This design comes from an exercise in tuning for small area on the open sky130 flow, not from production work.
Only simulation tests tie the RTL to the original design; equivalence was not proved.
Power is estimated from default activity; no workload was simulated.

Setup of willow:
// GameOfLife_20
module GameOfLife_20(
	input logic clk,
	input logic rst,
	input logic load,
	input logic [4:0] load_row,  
	input logic [19:0] load_data,  
	input logic speedButton,  
	output logic vsync_out,
	output logic hsync_out,
	output logic [3:0] red,
	output logic [3:0] green,
	output logic [3:0] blue);
localparam int QN = 6;
logic vsync, hsync;
logic edgeDet, speedButtonEdge, step;
logic [1:0] vsync_edge;
logic [1:0] speedCounter;
logic [9:0][19:0] ringE, ringO;
logic [4:0] cycle20;      
logic [3:0] pair;         
logic sweep;              
logic sweepReg;
logic clearing;           
assign pair = (cycle20 >= 5'd10) ? 4'(cycle20 - 5'd10) : cycle20[3:0];
assign sweep = step | sweepReg;
always_ff @(posedge clk, posedge rst) begin
	if (rst) begin
		sweepReg <= 1'b1;
		clearing <= 1'b1;
	end else begin
		sweepReg <= sweep & (pair != 4'd9);
		clearing <= clearing & (pair != 4'd9);
	end
end
logic rowOk, pending, enq;
logic [3:0] lpair;
logic [4:0] dsum;
logic [3:0] dslot;
logic [9:0] ldE, ldO;
assign rowOk = load && (load_row < 5'd20);
assign lpair = load_row[4:1];
assign pending = sweep && (lpair > pair);    
assign enq = rowOk && pending;
assign dsum = {1'b0, lpair} + 5'd9 - {1'b0, pair};
assign dslot = (dsum >= 5'd10) ? 4'(dsum - 5'd10) : dsum[3:0];
always_comb
  ...
Size: about 610 flip-flops, about 0.029 mm^2 of cells after synthesis.
export LEC_CHECK = 0
export CAP_MARGIN = 20
export CORE_MARGIN = 2
export CORE_UTILIZATION = 80
export SLEW_MARGIN = 20
create_clock -name core_clock -period 10.0 [get_ports {clk}]
standard.sh (not shown) runs the stock make flow with config.mk's settings and CLKGATE_MAP_FILE= SYNTH_SCRIPT=/design/flow/synth_recipe.tcl, a recipe that flattens the netlist after the stock synthesis.
==> flow/flow/run.sh <==
#!/bin/bash
set -e
export CTS_ARGS="-sink_clustering_enable -repair_clock_nets -buf_list sky130_fd_sc_hd__clkbuf_2 -sink_clustering_size 6 -dont_use_dummy_load"
export BUFFER_PORTS_ARGS="-buffer_cell sky130_fd_sc_hd__buf_1"
bash standard.sh > standard_run.log 2>&1
diff inputs: willow => ember
- SLEW_MARGIN now 0, was 20
- CORE_UTILIZATION now 70, was 80
- CAP_MARGIN now 0, was 20
### Flow results
Diff willow..ember | leakage power total | negligible. Of ember and willow, it is ember that has the lower final RePlAce weighted congestion. On time the final worst path needs with I/O delays and setup: between willow and ember, it ends up higher for willow. Final-layout clock buffer total: ember < willow. Higher worst-case headroom to the max-slew limit goes to willow over ember. Higher met1 routed wirelength after detailed routing goes to ember over willow. Re worst-case setup margin in the final layout: willow was lower than ember. Against willow, ember comes in about 15% higher on placeable core region.
## Diff of input files: pepper against ember
- changing CAP_MARGIN from 0 to 20
- changing SLEW_MARGIN from 0 to 20
### Flow results
STATUS worst setup slack after layout: pepper loses against ember
Higher hold slack among ember and pepper: pepper
For multi-input combinational area share, pepper and ember come out practically identical.
Re time the final worst path needs with I/O delays and setup: ember was lower than pepper.
Between ember and pepper, the DRC violation total after the first TritonRoute iteration is lower for ember.
As far as number of nets at the end of the flow is concerned, pepper and ember perform about the same.
Via count of the routed design shrinks slightly when moving from ember to pepper.

Another version of the RTL of GameOfLife_20 (not shown whole).
For scale: about 2900 cells after synthesis, about 610 flip-flops, ~43 I/O pins, roughly 30000 um^2 of cells after synthesis.
==> flow/config.mk <==
export PLATFORM = sky130hd
export DESIGN_NAME = GameOfLife_20
export DESIGN_NICKNAME = GameOfLife_20
export VERILOG_FILES = /design/flow/design.v
export SDC_FILE = /design/flow/constraint.sdc
export NUM_CORES = 4
export LEC_CHECK = 0
export CAP_MARGIN = 10
export CORE_MARGIN = 2
export CORE_UTILIZATION = 70
export SLEW_MARGIN = 0
==> flow/constraint.sdc <==
create_clock -name core_clock -period 10.0 [get_ports {clk}]
set_input_delay 2.0000 -clock core_clock [delete_from_list [all_inputs] [get_ports {clk}]]
set_output_delay 2.0000 -clock core_clock [all_outputs]
set_load 0.01 [all_outputs]
==> flow/flow/run.sh <==
#!/bin/bash
set -e
export CTS_ARGS="-sink_clustering_enable -repair_clock_nets -buf_list sky130_fd_sc_hd__clkbuf_4 -dont_use_dummy_load"
export BUFFER_PORTS_ARGS="-buffer_cell sky130_fd_sc_hd__buf_1"
bash standard.sh > standard_run.log 2>&1
The starting point finished but fails on capacitance limit, slew limit.
Then changed:
==> flow/flow/run.sh (replaced) <==
#!/bin/bash
set -e
export CTS_ARGS="-sink_clustering_enable -repair_clock_nets -buf_list sky130_fd_sc_hd__clkbuf_2 -sink_clustering_size 6 -dont_use_dummy_load"
export BUFFER_PORTS_ARGS="-buffer_cell sky130_fd_sc_hd__buf_1"
bash standard.sh > standard_run.log 2>&1
CAP_MARGIN = 0   (was 10)
After rerunning:
- The new run finished clean
- power shrinks by a few percent
- critical path depth is unchanged
- sequential power is about the same
- final area shrinks slightly
Then changed:
==> flow/flow/run.sh (replaced) <==
#!/bin/bash
set -e
export CTS_ARGS="-sink_clustering_enable -repair_clock_nets -buf_list sky130_fd_sc_hd__clkbuf_2 -sink_clustering_size 6 -sink_buffer_max_cap_derate 0.7 -dont_use_dummy_load"
export BUFFER_PORTS_ARGS="-buffer_cell sky130_fd_sc_hd__buf_1"
bash standard.sh > standard_run.log 2>&1
Setup slack is unchanged.
Power is unchanged.
Cell count stays the same.
Clock power barely changes.
Register-to-register slack stays flat.

== alpha ==
Another version of the RTL of GameOfLife_20 (not shown whole).
For scale: ~2500 cells after synthesis, ~43 I/O pins, roughly 0.031 mm2 of cells after synthesis.
==> flow/design.v (excerpt) <==
module GameOfLife_20(
	input logic clk,
	input logic rst,
	input logic load,
	input logic [4:0] load_row,  
	input logic [19:0] load_data,  
	input logic speedButton,  
	output logic vsync_out,
	output logic hsync_out,
	output logic [3:0] red,
	output logic [3:0] green,
	output logic [3:0] blue);
==> flow/config.mk <==
export PLATFORM = sky130hd
export DESIGN_NAME = GameOfLife_20
export DESIGN_NICKNAME = GameOfLife_20
export VERILOG_FILES = /design/flow/design.v
export SDC_FILE = /design/flow/constraint.sdc
export NUM_CORES = 4
export LEC_CHECK = 0
export CAP_MARGIN = 20
export CORE_MARGIN = 2
export CORE_UTILIZATION = 60
export CTS_BUF_LIST = sky130_fd_sc_hd__clkbuf_1 sky130_fd_sc_hd__clkbuf_2 sky130_fd_sc_hd__clkbuf_4 sky130_fd_sc_hd__clkbuf_8
export SLEW_MARGIN = 20
==> flow/constraint.sdc <==
create_clock -name core_clock -period 10.0 [get_ports {clk}]
set_input_delay 2.0000 -clock core_clock [delete_from_list [all_inputs] [get_ports {clk}]]
set_output_delay 2.0000 -clock core_clock [all_outputs]
set_load 0.01 [all_outputs]
run.sh (not shown) runs the stock make flow with config.mk's settings and CLKGATE_MAP_FILE= SYNTH_SCRIPT=/design/flow/synth_recipe.tcl, a recipe that flattens the netlist after the stock synthesis.
Stock flow here: none of the scripts above is used.
Modified inputs, beta compared to alpha
# alpha
export LEC_CHECK = 0
export CAP_MARGIN = 20
export CORE_MARGIN = 2
export CORE_UTILIZATION = 60
export CTS_BUF_LIST = sky130_fd_sc_hd__clkbuf_1 sky130_fd_sc_hd__clkbuf_2 sky130_fd_sc_hd__clkbuf_4 sky130_fd_sc_hd__clkbuf_8
export SLEW_MARGIN = 20
create_clock -name core_clock -period 10.0 [get_ports {clk}]
# beta
export LEC_CHECK = 0
export CAP_MARGIN = 20
export CORE_MARGIN = 2
export CORE_UTILIZATION = 40
export CTS_BUF_LIST = sky130_fd_sc_hd__clkbuf_4
export SLEW_MARGIN = 20
create_clock -name core_clock -period 10.0 [get_ports {clk}]
Results
Delta (beta minus alpha): setup slack lost 0.26 ns, power dropped 210 uW. Area of the die (beta / alpha): 1.5. beta vs alpha, final period utilization went up by 2.6 points. Post-placement setup slack ended up 0.25 ns higher on beta than on alpha. Of alpha and beta, alpha shows the higher met2 track utilization from global routing, with beta below it. beta vs. alpha: final cell count without fillers up 14%; area of all placed cells without fillers moved up. Going from alpha to beta, power density over the cells shrank by a few percent.
Modified inputs, gamma compared to beta
# beta
export LEC_CHECK = 0
export CAP_MARGIN = 20
export CORE_MARGIN = 2
export CORE_UTILIZATION = 40
export CTS_BUF_LIST = sky130_fd_sc_hd__clkbuf_4
export SLEW_MARGIN = 20
create_clock -name core_clock -period 10.0 [get_ports {clk}]
# gamma
export LEC_CHECK = 0
export CAP_MARGIN = 20
export CORE_MARGIN = 2
export CORE_UTILIZATION = 60
export CTS_BUF_LIST = sky130_fd_sc_hd__clkbuf_8
export CTS_CLUSTER_SIZE = 30
export SLEW_MARGIN = 20
create_clock -name core_clock -period 10.0 [get_ports {clk}]
### Flow results
- In gamma, the sequential share of layout area came out 0.54 points above the value in beta.
- Total power: gamma above beta
- Relative to beta, site row count decreased by 18 in gamma.
- Lower instance count along the most critical hold path goes to gamma over beta.
- Re post-placement cell area: beta was higher than gamma.
- Share of the clock period used by the worst path after layout for gamma is lower than for beta.
- Measured against beta, the number of standard cells in the layout, taps in and fillers out of gamma comes out at 0.880 times the reference value.
- On via count, beta and gamma are basically level.
- Lower critical path depth among beta and gamma: gamma
- Any difference in detailed-route wire length on metal 1 between beta and gamma is small enough to ignore.

afterwards: timing with drivers on the ports:
No port has a modelled driver above. Below, the same layouts with a new extraction and two added sets of constraints.
Step 1, drivers: a clkbuf_16 drives clk and a buf_2 each remaining input, both assumed.
Step 2 also shifts input and output timing later by t, the mid clock arrival at the registers, as if the neighbouring blocks saw the same clock.
Slacks: ideal / step 1 / step 2; pairs: ideal / step 1.
run	t (ns)	slack for setup (ns)	hold slack, ns	clock arrival spread, ns
willow	1.119	2.261 / 2.261 / 2.261	0.310 / 0.310 / 0.310	0.163 / 0.163
ember	1.352	2.551 / 2.551 / 2.551	0.268 / 0.268 / 0.268	0.194 / 0.194
pepper	1.362	2.502 / 2.502 / 2.502	0.314 / 0.314 / 0.314	0.160 / 0.160
the first run of note 2	1.017	2.525 / 2.525 / 2.525	0.302 / 0.302 / 0.302	0.123 / 0.124
the second run of note 2	1.335	2.463 / 2.463 / 2.463	0.283 / 0.283 / 0.283	0.204 / 0.204
the third run of note 2	1.335	2.463 / 2.463 / 2.463	0.283 / 0.283 / 0.283	0.204 / 0.204
alpha	0.792	4.009 / 4.042 / 3.250	0.372 / 0.372 / 0.372	0.025 / 0.025
beta	1.076	3.749 / 3.749 / 3.352	0.353 / 0.353 / 0.353	0.078 / 0.078
gamma	0.796	4.000 / 4.034 / 3.238	0.371 / 0.371 / 0.371	0.024 / 0.024
The setup slack of gamma, which loses most, moves by +0.034 ns with the drivers and by -0.762 ns with both steps.
